What follows belongs to an exercise in optimizing a design on an open flow for small area and a short achievable clock period; a production flow would make more cautious choices.
No activity file was given, so power comes from the tool's default toggle rates.

==> flow/design.v <==
module spn_cu (
    input  logic        clk,
    input  logic        reset,            
    input  logic [1:0]  opcode,           
    input  logic [15:0] data_in,          
    input  logic [31:0] secret_key,       
    output logic [15:0] data_out,         
    output logic [1:0]  valid             
);
    function automatic logic [3:0] sbox(input logic [3:0] x);
        logic w;
        w = ~(x[1] ^ x[2]);
        sbox[0] = x[3] ^ (x[0] & w);
        sbox[1] = ~(x[0] ^ x[1]) ^ (x[3] & ((~x[0] & ~x[2]) | (x[1] & (x[0] ^ x[2]))));
        sbox[2] = x[2] ^ (x[0] & w & ~x[3]);
        sbox[3] = ~(x[0] ^ (x[2] & ~(x[0] & x[1])) ^ (x[3] & ~(x[0] ^ x[1])));
    endfunction
    function automatic logic [3:0] inv_sbox(input logic [3:0] x);
        inv_sbox[0] = ~(x[2] ^ x[3] ^ (x[0] & ~(x[1] ^ (x[2] & x[3]))));
        inv_sbox[1] = x[1] ^ x[2] ^ x[3] ^ (x[0] & (x[3] ? x[1] : x[2]));
        inv_sbox[2] = x[2] ^ (x[0] & ~x[3] & (x[1] ^ x[2]));
        inv_sbox[3] = (~(x[1] | x[2]) | (x[0] & x[1] & x[2])) ^ (x[3] & ~(x[0] ^ x[1] ^ x[2]));
    endfunction
    function automatic logic [15:0] s16(input logic [15:0] x);
        s16 = {sbox(x[15:12]), sbox(x[11:8]), sbox(x[7:4]), sbox(x[3:0])};
    endfunction
    function automatic logic [15:0] si16(input logic [15:0] x);
        si16 = {inv_sbox(x[15:12]), inv_sbox(x[11:8]), inv_sbox(x[7:4]), inv_sbox(x[3:0])};
    endfunction
    logic        st_idle, st_pe, st_pd, st_de, st_dd, st_err;
    logic [15:0] d_reg, k_reg;
    logic [7:0]  x_reg;
    logic        err_in, go_e, go_d;
    logic [15:0] x, rk, u_enc, u_dec;
    assign err_in = st_idle && (opcode == 2'b11);
    assign go_e   = (st_idle && opcode == 2'b01) || st_pe;
    assign go_d   = (st_idle && opcode == 2'b10) || st_pd;
    assign x     = d_reg | ({16{st_idle}} & data_in);
    assign rk    = k_reg | ({16{st_idle}} &
                   {secret_key[7:0], opcode[0] ? secret_key[23:16] : secret_key[31:24]});
    assign u_enc = s16(x ^ rk);
    assign u_dec = si16(x) ^ rk;
    always_ff @(posedge clk or posedge reset) begin
        if (reset) begin
            st_idle <= 1'b1;
            st_pe   <= 1'b0;
            st_pd   <= 1'b0;
            st_de   <= 1'b0;
            st_dd   <= 1'b0;
            st_err  <= 1'b0;
            d_reg   <= 16'h0000;
            k_reg   <= 16'h0000;
        end else begin
            st_idle <= st_de | st_dd | st_err | (st_idle && opcode == 2'b00);
            st_pe   <= st_idle && opcode == 2'b01;
            st_pd   <= st_idle && opcode == 2'b10;
            st_de   <= st_pe;
            st_dd   <= st_pd;
            st_err  <= err_in;
            d_reg   <= ({16{go_e}} & {u_enc[13:0], u_enc[15:14]})
                     | ({16{go_d}} & {u_dec[1:0], u_dec[15:2]});
            if (st_idle)
                k_reg <= (opcode[0] ^ opcode[1]) ? secret_key[15:0] : 16'h0000;
            else if (st_pe || st_pd)
                k_reg <= {k_reg[7:0], x_reg};
            else
                k_reg <= 16'h0000;
        end
    end
    always_ff @(posedge clk) begin
        x_reg <= opcode[0] ? secret_key[31:24] : secret_key[23:16];
    end
    assign data_out = ({16{st_de}} & u_enc) | ({16{st_dd}} & u_dec);
    assign valid    = {st_dd | st_err | err_in, st_de | st_err | err_in};
endmodule
export LEC_CHECK = 0
export CAP_MARGIN = 20
export CORE_MARGIN = 2
export CORE_UTILIZATION = 40
export PLACE_DENSITY = 0.6
export SLEW_MARGIN = 20
create_clock -name core_clock -period 5.5 [get_ports {clk}]
standard.sh (not shown) runs the stock make flow with config.mk's settings and CLKGATE_MAP_FILE= SYNTH_SCRIPT=/design/flow/synth_recipe.tcl, a recipe that flattens the netlist after the stock synthesis.
==> flow/flow/run.sh <==
#!/bin/bash
set -u
here=$(pwd)
sed "s#SYNTH_SCRIPT=[^ ]*#SYNTH_SCRIPT=$here/flow/my_synth.tcl#" standard.sh > my_standard.sh
export MY_ABC_SCRIPT=$here/flow/abc.scr
export FLOW_SYNTH_TCL=$here/synth_recipe.tcl
extra=()
if [[ -f flow/make_args ]]; then mapfile -t extra < flow/make_args; fi
bash my_standard.sh "BUFFER_PORTS_ARGS=-buffer_cell sky130_fd_sc_hd__buf_1" "ADDER_MAP_FILE=" "${extra[@]}" finish > standard.log 2>&1
==> flow/flow/abc.scr <==
strash; &get -n; &fraig -x; &put; scorr; dc2; strash; &get -n; &dch -f; &nf -R 1000 -C 32; &put
==> flow/flow/make_args <==
SETUP_SLACK_MARGIN=1.8
==> flow/flow/my_synth.tcl <==
# Run the standard flow's synthesis script, but map with the ABC script in MY_ABC_SCRIPT.
proc abc {args} {
  set i [lsearch -exact $args -script]
  if { $i >= 0 } { lset args [expr {$i + 1}] $::env(MY_ABC_SCRIPT) }
  yosys abc {*}$args
}
source $::env(FLOW_SYNTH_TCL)
The first run went through all stages and came out clean.
Next try:
removed: flow/flow/make_args
What happened: The changed run completed with no timing, DRC or antenna violations; clock-buffer cell count came out lower by 1; clock power came out lower by about a fifth; final area came out lower by about a fifth; first-iteration DRC count came out lower by well over a third; register-to-register slack barely changes; worst hold slack is worse by 0.0032 ns; cell count came out lower by a little under a tenth.
Function was not checked in any run of this note: the RTL went through the layout flow alone.

port drivers added, routing unchanged:
No port has a modelled driver above. Below, the same layouts with a new extraction and two added sets of constraints. Step 1 sets driving cells, clkbuf_16 on the clock port and buf_2 on the other inputs (assumed; they add their load-dependent delay and slew). Step 2 also shifts input and output timing later by t, the mid clock arrival at the registers, as if the neighbouring blocks saw the same clock. Three values: ideal, step 1, step 2; two values: the first two.
| run | t (ns) | slack for setup (ns) | worst hold slack (ns) | latest minus earliest clock arrival (ns) | worst data-port slew with drivers (ns) |
|---|---|---|---|---|---|
| the first run | 0.322 | 1.397 / 1.366 / 1.366 | 0.451 / 0.451 / 0.451 | 0.006 / 0.007 | 0.05 |
| the second run | 0.326 | 0.915 / 0.892 / 0.892 | 0.448 / 0.448 / 0.448 | 0.011 / 0.011 | 0.04 |
After both steps every run listed still meets setup and hold. For the first run, which loses most, drivers alone change the setup slack by -0.031 ns; drivers and shift together by -0.031 ns.
